This is an optimization exercise on Yosys and OpenROAD, whose aim is small area, a short achievable clock period and few clock cycles per item, not a production implementation.
Function was checked by simulation only, so behaviour that the tests miss may differ from the original.

[flow/design.v]
module byte_write_spram #(
  parameter ADDR_DEPTH = 32,
  parameter ADDR_WIDTH = 32,
  parameter DATA_WIDTH = 32
) (
  input  logic clk,
  input  logic mem_if_write,
  input  logic [ADDR_WIDTH-1:0] mem_if_address,
  input  logic [DATA_WIDTH-1:0] mem_if_write_data,
  input  logic [DATA_WIDTH/8-1:0] mem_if_write_strb,
  output logic [DATA_WIDTH-1:0] mem_if_read_data
);
  localparam ADDR_LSB = $clog2(DATA_WIDTH/8);
  localparam ADDR_MSB = $clog2(ADDR_DEPTH)+ADDR_LSB;
  logic [DATA_WIDTH-1:0] mem [ADDR_DEPTH];
  always_ff @(posedge clk) begin
    for (int i=0; i<DATA_WIDTH/8; i++) begin
      if (mem_if_write) begin
        if (mem_if_write_strb[i]) begin
          mem[mem_if_address[ADDR_MSB-1:ADDR_LSB]][8*i+:8] <= mem_if_write_data[8*i+:8];
        end
      end
    end
  end
  always_ff @(posedge clk) begin
    mem_if_read_data <= mem[mem_if_address[ADDR_MSB-1:ADDR_LSB]];
  end
endmodule
module asymmertic_wr_ram #(
  parameter DATA_RATIO = 8,
  parameter ADDR_DEPTH = 32,
  parameter ADDR_WIDTH = 32,
  parameter DATA_WIDTH = 32
) (
  input  logic clk,
  input  logic mem_if_write,
  input  logic [ADDR_WIDTH-1:0] mem_if_address,
  input  logic [DATA_WIDTH-1:0] mem_if_write_data,
  input  logic [DATA_WIDTH/8-1:0] mem_if_write_strb,
  output logic [DATA_RATIO-1:0][DATA_WIDTH-1:0] mem_if_read_data
);
  localparam ADDR_LSB = $clog2(DATA_WIDTH/8);
  localparam ADDR_MSB = $clog2((DATA_RATIO*DATA_WIDTH)/8);
  logic [DATA_RATIO-1:0][DATA_WIDTH-1:0] int_if_write_data;
  logic [DATA_RATIO-1:0][DATA_WIDTH/8-1:0] int_if_write_strb;
  assign int_if_write_data = {DATA_RATIO{mem_if_write_data}};
  genvar i;
  generate for (i=0; i<DATA_RATIO; i++) begin
    assign int_if_write_strb[i] = (i == mem_if_address[ADDR_MSB-1:ADDR_LSB]) ? mem_if_write_strb : {DATA_WIDTH/8{1'b0}};
  end endgenerate
  byte_write_spram #(
    .ADDR_DEPTH(ADDR_DEPTH),
    .ADDR_WIDTH(ADDR_WIDTH),
    .DATA_WIDTH(DATA_WIDTH*DATA_RATIO)
  ) byte_write_spram_inst (
    .clk(clk),
    .mem_if_write(mem_if_write),
    .mem_if_address(mem_if_address),
    .mem_if_write_data(int_if_write_data),
    .mem_if_write_strb(int_if_write_strb),
    .mem_if_read_data(mem_if_read_data)
  );
endmodule
module asymmertic_rd_ram #(
  parameter DATA_RATIO = 8,
  parameter ADDR_DEPTH = 32,
  parameter ADDR_WIDTH = 32,
  parameter DATA_WIDTH = 32
) (
  input  logic clk,
  input  logic mem_if_write,
  input  logic [ADDR_WIDTH-1:0] mem_if_address,
  input  logic [DATA_RATIO-1:0][DATA_WIDTH-1:0] mem_if_write_data,
  input  logic [DATA_RATIO-1:0][DATA_WIDTH/8-1:0] mem_if_write_strb,
  output logic [DATA_WIDTH-1:0] mem_if_read_data
);
  localparam ADDR_LSB = $clog2(DATA_WIDTH/8);
  localparam ADDR_MSB = $clog2((DATA_RATIO*DATA_WIDTH)/8);
  logic [ADDR_WIDTH-1:0] mem_if_address_r;
  logic [DATA_RATIO-1:0][DATA_WIDTH-1:0] int_if_read_data;
  always_ff @(posedge clk) begin
    mem_if_address_r <= mem_if_address;
  end
  assign mem_if_read_data = int_if_read_data[mem_if_address_r[ADDR_MSB-1:ADDR_LSB]];
  byte_write_spram #(
    .ADDR_DEPTH(ADDR_DEPTH),
    .ADDR_WIDTH(ADDR_WIDTH),
    .DATA_WIDTH(DATA_WIDTH*DATA_RATIO)
  ) byte_write_spram_inst (
    .clk(clk),
    .mem_if_write(mem_if_write),
    .mem_if_address(mem_if_address),
    .mem_if_write_data(mem_if_write_data),
    .mem_if_write_strb(mem_if_write_strb),
    .mem_if_read_data(int_if_read_data)
  );
endmodule
module multiply_acc #(
  parameter DATA_WIDTH = 16
) (
  input  logic clk,
  input  logic reset,
  input  logic load,
  input  logic [DATA_WIDTH-1:0] a,
  input  logic [DATA_WIDTH-1:0] b,
  output logic [2*DATA_WIDTH-1:0] acc
);
  localparam ZERO = {2*DATA_WIDTH{1'b0}};
  logic signed [1*DATA_WIDTH-1:0] a_reg;
  logic signed [1*DATA_WIDTH-1:0] b_reg;
  logic signed [2*DATA_WIDTH-1:0] mul_reg;
  logic signed [2*DATA_WIDTH-1:0] acc_reg;
  logic signed [2*DATA_WIDTH-1:0] acc_int;
  assign acc_int = load ? ZERO : acc_reg;
  always_ff @(posedge clk) begin
    a_reg <= a;
    b_reg <= b;
    mul_reg <= a_reg * b_reg;
    acc_reg <= acc_int + mul_reg;
  end
  assign acc = acc_reg;
endmodule
module matrix_multiply #(
  parameter SIZE_COUNT = 8,
  parameter SIZE_WIDTH = $clog2(SIZE_COUNT),
  parameter ADDR_WIDTH = 32,
  parameter DATA_WIDTH = 16
) (
  input  logic                  clk,
  input  logic                  reset,
  input  logic                  start,
  input  logic [1:0][SIZE_WIDTH-1:0] mat_a_size,
  input  logic [1:0][SIZE_WIDTH-1:0] mat_b_size,
  output logic [ADDR_WIDTH-1:0] mat_a_address,
  input  logic [SIZE_COUNT-1:0][DATA_WIDTH-1:0] mat_a_read_data,
  output logic [ADDR_WIDTH-1:0] mat_b_address,
  input  logic [SIZE_COUNT-1:0][DATA_WIDTH-1:0] mat_b_read_data,
  output logic                  mat_c_write,
  output logic [ADDR_WIDTH-1:0] mat_c_address,
  output logic [SIZE_COUNT-1:0][DATA_WIDTH-1:0] mat_c_write_data,
  output                        busy
);
  logic load;
  logic [2:0] load_r;
  logic row_count_max;
  logic col_count_max;
  logic [SIZE_WIDTH-1:0] row_count;
  logic [SIZE_WIDTH-1:0] col_count;
  logic [3:0][SIZE_WIDTH-1:0] row_count_r;
  logic [3:0][SIZE_WIDTH-1:0] col_count_r;
  logic [2:0] active_r;
  typedef enum logic [1:0] {IDLE,ACTIVE,DONE} state_type;
  state_type state;
  assign row_count_max = row_count >= mat_a_size[0];
  assign col_count_max = col_count >= mat_a_size[1];
  always_ff @(posedge clk) begin
    row_count_r[0] <= row_count;
    row_count_r[1] <= row_count_r[0];
    row_count_r[2] <= row_count_r[1];
    row_count_r[3] <= row_count_r[2];
  end
  always_ff @(posedge clk) begin
    col_count_r[0] <= col_count;
    col_count_r[1] <= col_count_r[0];
    col_count_r[2] <= col_count_r[1];
    col_count_r[3] <= col_count_r[2];
  end
  always_ff @(posedge clk) begin
    if (state == IDLE) begin
      row_count <= {SIZE_WIDTH{1'b0}};
      col_count <= {SIZE_WIDTH{1'b0}};
    end else if (state == ACTIVE) begin
      if (row_count_max) begin
        row_count <= {SIZE_WIDTH{1'b0}};
        if (col_count_max) begin
          col_count <= {SIZE_WIDTH{1'b0}};
        end else begin
          col_count <= col_count + 1;
        end
      end else begin
        row_count <= row_count + 1;
      end
    end
  end
  assign busy = state != IDLE;
  always_ff @(posedge clk) begin
    if (reset) begin
      state <= IDLE;
    end else begin
      case (state)
        IDLE : begin
          if (start) begin
            state <= ACTIVE;
          end
        end
        ACTIVE : begin
          if (row_count_max && col_count_max) begin
            state <= DONE;
          end
        end
        DONE : begin
          if (active_r == 3'b000) begin
            state <= IDLE;
          end
        end
        default : state <= IDLE;
      endcase
    end
  end
  always_ff @(posedge clk) begin
    if (state == ACTIVE | state == DONE) begin
      load <= row_count >= mat_a_size[0];
    end else begin
      load <= 1'b1;
    end
  end
  always_ff @(posedge clk) begin
    load_r <= {load_r[1:0],load};
  end
  always_ff @(posedge clk) begin
    active_r <= {active_r[1:0],state == ACTIVE};
  end
  always_ff @(posedge clk) begin
    if (state == ACTIVE | state == DONE) begin
      mat_c_write <= row_count_r[2] >= mat_a_size[0];
    end else begin
      mat_c_write <= 1'b0;
    end
  end
  localparam ROW_LSB = $clog2(SIZE_COUNT*DATA_WIDTH/8);
  assign mat_a_address  = ADDR_WIDTH'(col_count) << ROW_LSB;
  assign mat_b_address  = ADDR_WIDTH'(row_count) << ROW_LSB;
  assign mat_c_address  = ADDR_WIDTH'(col_count_r[3]) << ROW_LSB;
  genvar i;
  generate for (i=0; i<SIZE_COUNT; i++) begin : gen
    logic [2*DATA_WIDTH-1:0] acc;
    assign mat_c_write_data[i] = acc[DATA_WIDTH-1:0];
    multiply_acc #(DATA_WIDTH) mac_unit (
      .clk   (clk),
      .reset (reset),
      .load  (load_r[2]),
      .a     (mat_a_read_data[row_count_r[0]]),
      .b     (mat_b_read_data[i]),
      .acc   (acc)
    );
  end endgenerate
endmodule
module matrix_multiply_top #(
  parameter SIZE_COUNT = 8,
  parameter ADDR_WIDTH = 32,
  parameter DATA_WIDTH = 16,
  localparam SIZE_WIDTH = $clog2(SIZE_COUNT)
) (
  input  logic                    clk,
  input  logic                    reset,
  input  logic                    start,
  input  logic [2*SIZE_WIDTH-1:0] mat_a_size,
  input  logic [2*SIZE_WIDTH-1:0] mat_b_size,
  input  logic                    mem_a_write,
  input  logic [ADDR_WIDTH-1:0]   mem_a_address,
  input  logic [DATA_WIDTH-1:0]   mem_a_write_data,
  input  logic [DATA_WIDTH/8-1:0] mem_a_write_strb,
  input  logic                    mem_b_write,
  input  logic [ADDR_WIDTH-1:0]   mem_b_address,
  input  logic [DATA_WIDTH-1:0]   mem_b_write_data,
  input  logic [DATA_WIDTH/8-1:0] mem_b_write_strb,
  input  logic [ADDR_WIDTH-1:0]   mem_c_address,
  output logic [DATA_WIDTH-1:0]   mem_c_read_data,
  output logic                    busy
);
  logic [ADDR_WIDTH-1:0] mat_a_addess;
  logic [SIZE_COUNT-1:0][DATA_WIDTH-1:0] mat_a_read_data;
  logic [ADDR_WIDTH-1:0] mat_b_addess;
  logic [SIZE_COUNT-1:0][DATA_WIDTH-1:0] mat_b_read_data;
  logic                  mat_c_write;
  logic [ADDR_WIDTH-1:0] mat_c_addess;
  logic [SIZE_COUNT-1:0][DATA_WIDTH-1:0] mat_c_write_data;
  logic [SIZE_COUNT-1:0][DATA_WIDTH-1:0] mem_a_read_data;
  logic [SIZE_COUNT-1:0][DATA_WIDTH-1:0] mem_b_read_data;
  logic [SIZE_COUNT-1:0][DATA_WIDTH-1:0] mem_c_write_data;
  logic [SIZE_COUNT-1:0][DATA_WIDTH/8-1:0] mem_c_write_strb;
  assign mem_c_write_strb = {SIZE_COUNT*DATA_WIDTH/8{1'b1}};
  genvar i;
  generate for (i=0; i<SIZE_COUNT; i++) begin
    assign mat_a_read_data [i] = mem_a_read_data [i];
    assign mat_b_read_data [i] = mem_b_read_data [i];
    assign mem_c_write_data[i] = mat_c_write_data[i];
  end endgenerate
  asymmertic_wr_ram #(
    .DATA_RATIO(SIZE_COUNT),
    .ADDR_DEPTH(SIZE_COUNT),
    .ADDR_WIDTH(ADDR_WIDTH),
    .DATA_WIDTH(DATA_WIDTH)
  ) matrix_a_ram_inst (
    .clk(clk),
    .mem_if_write(mem_a_write && !busy),
    .mem_if_address(busy ? mat_a_addess : mem_a_address),
    .mem_if_write_data(mem_a_write_data),
    .mem_if_write_strb(mem_a_write_strb),
    .mem_if_read_data(mem_a_read_data)
  );
  asymmertic_wr_ram #(
    .DATA_RATIO(SIZE_COUNT),
    .ADDR_DEPTH(SIZE_COUNT),
    .ADDR_WIDTH(ADDR_WIDTH),
    .DATA_WIDTH(DATA_WIDTH)
  ) matrix_b_ram_inst (
    .clk(clk),
    .mem_if_write(mem_b_write && !busy),
    .mem_if_address(busy ? mat_b_addess : mem_b_address),
    .mem_if_write_data(mem_b_write_data),
    .mem_if_write_strb(mem_b_write_strb),
    .mem_if_read_data(mem_b_read_data)
  );
  asymmertic_rd_ram #(
    .DATA_RATIO(SIZE_COUNT),
    .ADDR_DEPTH(SIZE_COUNT),
    .ADDR_WIDTH(ADDR_WIDTH),
    .DATA_WIDTH(DATA_WIDTH)
  ) matrix_c_ram_inst (
    .clk(clk),
    .mem_if_write(mat_c_write && busy),
    .mem_if_address(busy ? mat_c_addess : mem_c_address),
    .mem_if_write_data(mem_c_write_data),
    .mem_if_write_strb(mem_c_write_strb),
    .mem_if_read_data(mem_c_read_data)
  );
  matrix_multiply #(
    .SIZE_COUNT (SIZE_COUNT),
    .SIZE_WIDTH (SIZE_WIDTH),
    .ADDR_WIDTH (ADDR_WIDTH),
    .DATA_WIDTH (DATA_WIDTH)
  ) matrix_multiply_inst (
    .clk(clk),
    .reset(reset),
    .start(start),
    .mat_a_size(mat_a_size),
    .mat_b_size(mat_b_size),
    .mat_a_address(mat_a_addess),
    .mat_a_read_data(mat_a_read_data),
    .mat_b_address(mat_b_addess),
    .mat_b_read_data(mat_b_read_data),
    .mat_c_write(mat_c_write),
    .mat_c_address(mat_c_addess),
    .mat_c_write_data(mat_c_write_data),
    .busy(busy)
  );
endmodule
[flow/run.sh]
#!/bin/bash
# synth_recipe.tcl (not shown) runs the flow's synth.tcl, then flattens the netlist and writes it again
# the make line also repeats each setting of config.mk as NAME=value (left out here)
make -C /OpenROAD-flow-scripts/flow DESIGN_CONFIG=/design/flow/config.mk WORK_HOME=/design/flow/orfs CLKGATE_MAP_FILE= SYNTH_SCRIPT=/design/flow/synth_recipe.tcl finish
[flow/config.mk]
export PLATFORM = sky130hd
export DESIGN_NAME = matrix_multiply_top
export DESIGN_NICKNAME = matrix_multiply_top
export VERILOG_FILES = /design/flow/design.v
export SDC_FILE = /design/flow/constraint.sdc
export NUM_CORES = 4
export LEC_CHECK = 0
export CAP_MARGIN = 20
export CORE_MARGIN = 2
export CORE_UTILIZATION = 40
export SLEW_MARGIN = 20
[flow/constraint.sdc]
create_clock -name core_clock -period 6.0 [get_ports {clk}]
set_input_delay 1.2000 -clock core_clock [delete_from_list [all_inputs] [get_ports {clk}]]
set_output_delay 1.2000 -clock core_clock [all_outputs]
set_load 0.01 [all_outputs]
==> flow_summary.json <==
{
  "ios": 166,
  "nets": 15400,
  "cts_sinks": 3896,
  "wire_per_inst_um": 23.0,
  "rows": 242,
  "syn_inst": 13700,
  "path_clk_slew_ns": 0.07,
  "die_w_um": 665,
  "postCtsSetupRepairBufs": 0,
  "start_kind": "flip-flop",
  "outcome": "complete, no violations",
  "slowest_stage": "dfxtp_2",
  "yosysSeqAreaShare": 0.623,
  "required_ns": 6.81,
  "fin_skew_ns": 0.128,
  "viasPerCell": 5.35,
  "dp_cells": 19300,
  "netlist_area_um2": 175000,
  "cts_buffers": 396,
  "routed_wl_um": 462000,
  "utilization": 0.455,
  "synth_seq_cells": 3896,
  "drc": 0,
  "tightest_slew_ns": 1.18,
  "clock_latency_ns": 1.02,
  "hold_path.class": "flip-flop to flip-flop",
  "die_h_um": 665,
  "cp-endpoint": "matrix_multiply_inst.gen[6].mac_unit.mul_reg[15]",
  "synth.avg_cell_area_um2": 12.8,
  "routabilityCongestion": 0.821,
  "reg2reg_slack_ns": 0.30,
  "antenna_found_initial": 45,
  "cp-end-kind": "flip-flop",
  "reg2regPathDepth": 18,
  "placedInstanceArea_um2": 184000,
  "drt_pass1_iterations": 6,
  "cts_tree": "built",
  "setup_viol": 0,
  "worstSetupPathType": "flip-flop to flip-flop",
  "final_cell_count_no_fill": 20100,
  "min_period_ns": 5.70,
  "port_buffers": 81,
  "multi_input_area_um2": 59200,
  "cap_violations": 0,
  "grt_max_degree": 181,
  "rsz0062_at_grt": "false",
  "async_flop_share": 0,
  "ant_nets": 0,
  "initial_utilization": 0.402,
  "hold_violations": 0,
  "dp_slack_ns": 0.244,
  "hold-worst-slack_ns": 0.321,
  "netlist-cell-type-count": 81,
  "synthFlopType": "edfxtp_1",
  "ys_top_cells_by_count": "edfxtp_1, nand2_1, a21oi_1",
  "r2r_end": "matrix_multiply_inst.gen[6].mac_unit.mul_reg[15]",
  "fillCellCount": 38600,
  "design_area_um2": 198000,
  "grt_pass1_vias": 106000,
  "core_um2": 435000,
  "layout-drive-gt1-share": 0.0970,
  "path_cells": "buf_4, and2_1, fa_1, inv_1, fa_1, fa_1, inv_1, fa_1, fa_1, inv_1, fa_1, inv_1, ha_1, nand3_1, nor3_1, a2111oi_1, a21oi_1, xnor2_1",
  "r2r-start": "matrix_multiply_inst.gen[7].mac_unit.a_reg[8]",
  "cts_max_path_buffers": 4,
  "regArea_um2": 109000,
  "holdBufCountCts": 0,
  "area_delta_synth_final_pct": 13.2,
  "hpwl_um": 289000,
  "synth_edf_count": 3072,
  "crit_start": "matrix_multiply_inst.gen[7].mac_unit.a_reg[8]",
  "crit_top_cell": "fa_1",
  "slew_headroom": 0.209,
  "period_share": 0.950,
  "cts_resized": 0,
  "grt_overflow": 0,
  "clockRootBuffer": "clkbuf_16",
  "min_from": "matrix_multiply_inst.col_count_r[7]",
  "slowest_delay_ns": 0.63,
  "h-tree-depth": 5,
  "dieArea_um2": 442000,
  "drv_slew": 0,
  "grt_usage": 0.206,
  "yosysWarnings": 4,
  "synth_nets": 15100,
  "worstPathArrival_ns": 6.51,
  "max_freq_ghz": 0.175,
  "yosys.area.top_type_share": 0.528,
  "synth_area_leaders": "edfxtp_1, dfxtp_1, fa_1, nand2_1, ha_1",
  "synth_top_area_cell": "edfxtp_1",
  "worst-path-max-fanout": 14,
  "synth_most_common_cell": "edfxtp_1",
  "setup_ws_ns": 0.299,
  "drt-initial-drc-count": 9783,
  "via_count": 107000,
  "grt_pass1_wl_um": 691000
}
-- final cells by class --
type                            count  area share
Tap cell                         5734      0.0363
Antenna cell                       18    0.000228
Clock buffer                      559      0.0575
Timing Repair Buffer              600      0.0266
Clock inverter                    184     0.00980
Multi-Input combinational cell   8018       0.299
Sequential cell                  3896       0.550
Inverter                         1051      0.0200
-- stage by stage --
stage          setup TNS (ns)
2_1_floorplan        -1886.24
3_3_place_gp                0
3_5_place_dp                0
4_1_cts                     0
5_1_grt                     0
6_report                    0
-- worst min path at each step --
stage                                                    endpoint  slack (ns)  cells after the start
floorplan                    matrix_multiply_inst.col_count_r[10]        0.31                      0
global placement    matrix_multiply_inst.gen[4].mac_unit.b_reg[3]        0.31                      0
detailed placement           matrix_multiply_inst.col_count_r[10]        0.31                      0
CTS                          matrix_multiply_inst.col_count_r[10]        0.32                      0
global route        matrix_multiply_inst.gen[7].mac_unit.b_reg[8]        0.33                      0
finish                       matrix_multiply_inst.col_count_r[10]        0.32                      0
-- worst max-delay path, delay by kind of cell (launching register included) --
kind                       cells  cell delay [ns]
xor gates and xnor gates       1             0.16
DFF                            1             0.63
and+or+nand+nor                3             0.33
buffers and inverters          5             0.58
adders and majority gates      7             3.19
AOI/OAI and AO/OA              2             0.71
-- layer usage --
metal  vias up  GRT usage  wire [um]
li1      48500          -          -
met1     54400      0.296     205000
met2      3812      0.330     213000
met3       624     0.0314      34000
met4        22     0.0452      10300
met5         -          0        130
-- layout by cell type (no fill, tap or decap), drive strengths merged, types with 15 or more instances in the layout --
cell type,count
a21o,53
nand3,56
a22oi,121
a22o,68
mux4,77
o22ai,50
nand2,2400
a21boi,18
xnor2,369
mux2,36
diode,18
nor2,436
clkdlybuf4s50,49
ha,622
bufinv,23
xor2,61
and2,533
mux2i,27
edfxtp,3072
fa,640
o221ai,73
nor3,44
dfxtp,824
nor2b,151
o21ai,125
a221o,61
clkbuf,559
or4,127
o211ai,15
inv,1072
a21oi,1233
o21a,41
o31ai,20
a221oi,225
nand2b,37
buf,551
clkinv,133
a211oi,163
or3,19
-- cell families (layout without fill, tap and decap cells) --
logic type               after synthesis  after routing  share of synthesized area
adder cells (fa/ha/maj)             1262           1262                      0.118
multiplexers                         140            140                     0.0140
XOR/XNOR                             430            430                     0.0216
other                                  0             18                          0
AO/OA/AOI/OAI                       2340           2340                     0.0856
flip-flops                          3896           3896                      0.623
AND/OR/NAND/NOR                     3846           3846                     0.0980
buffers and inverters               1754           2394                     0.0400
Testbench counts, summed over its fixed seeds: cycles 28,725, items 192.

==> re-timing with driven ports <==
The results above use ideal ports. As a check the final layout listed here was re-extracted and re-timed, cells and wires unchanged.
Step 1 (the two cells are an assumption about what drives the block):
set clk [get_ports {clk}]
set_driving_cell -lib_cell sky130_fd_sc_hd__clkbuf_16 $clk
set_driving_cell -lib_cell sky130_fd_sc_hd__buf_2 [delete_from_list [all_inputs] $clk]
Step 2 moves the port delays by t, midway between the first and last clock arrival at a register: inputs arrive t later, outputs are due t later. That takes back most of the time a late clock gives input paths.
a / b / c = no drivers / after step 1 / after step 2; a / b = the first two.
t, ns: 1.052
slack for setup (ns): 0.299 / 0.299 / 0.299
pins driven straight from the clock port: 1
After both steps this run still meets setup and hold. For this run, drivers alone change the setup slack by 0.000 ns; drivers and shift together by 0.000 ns.
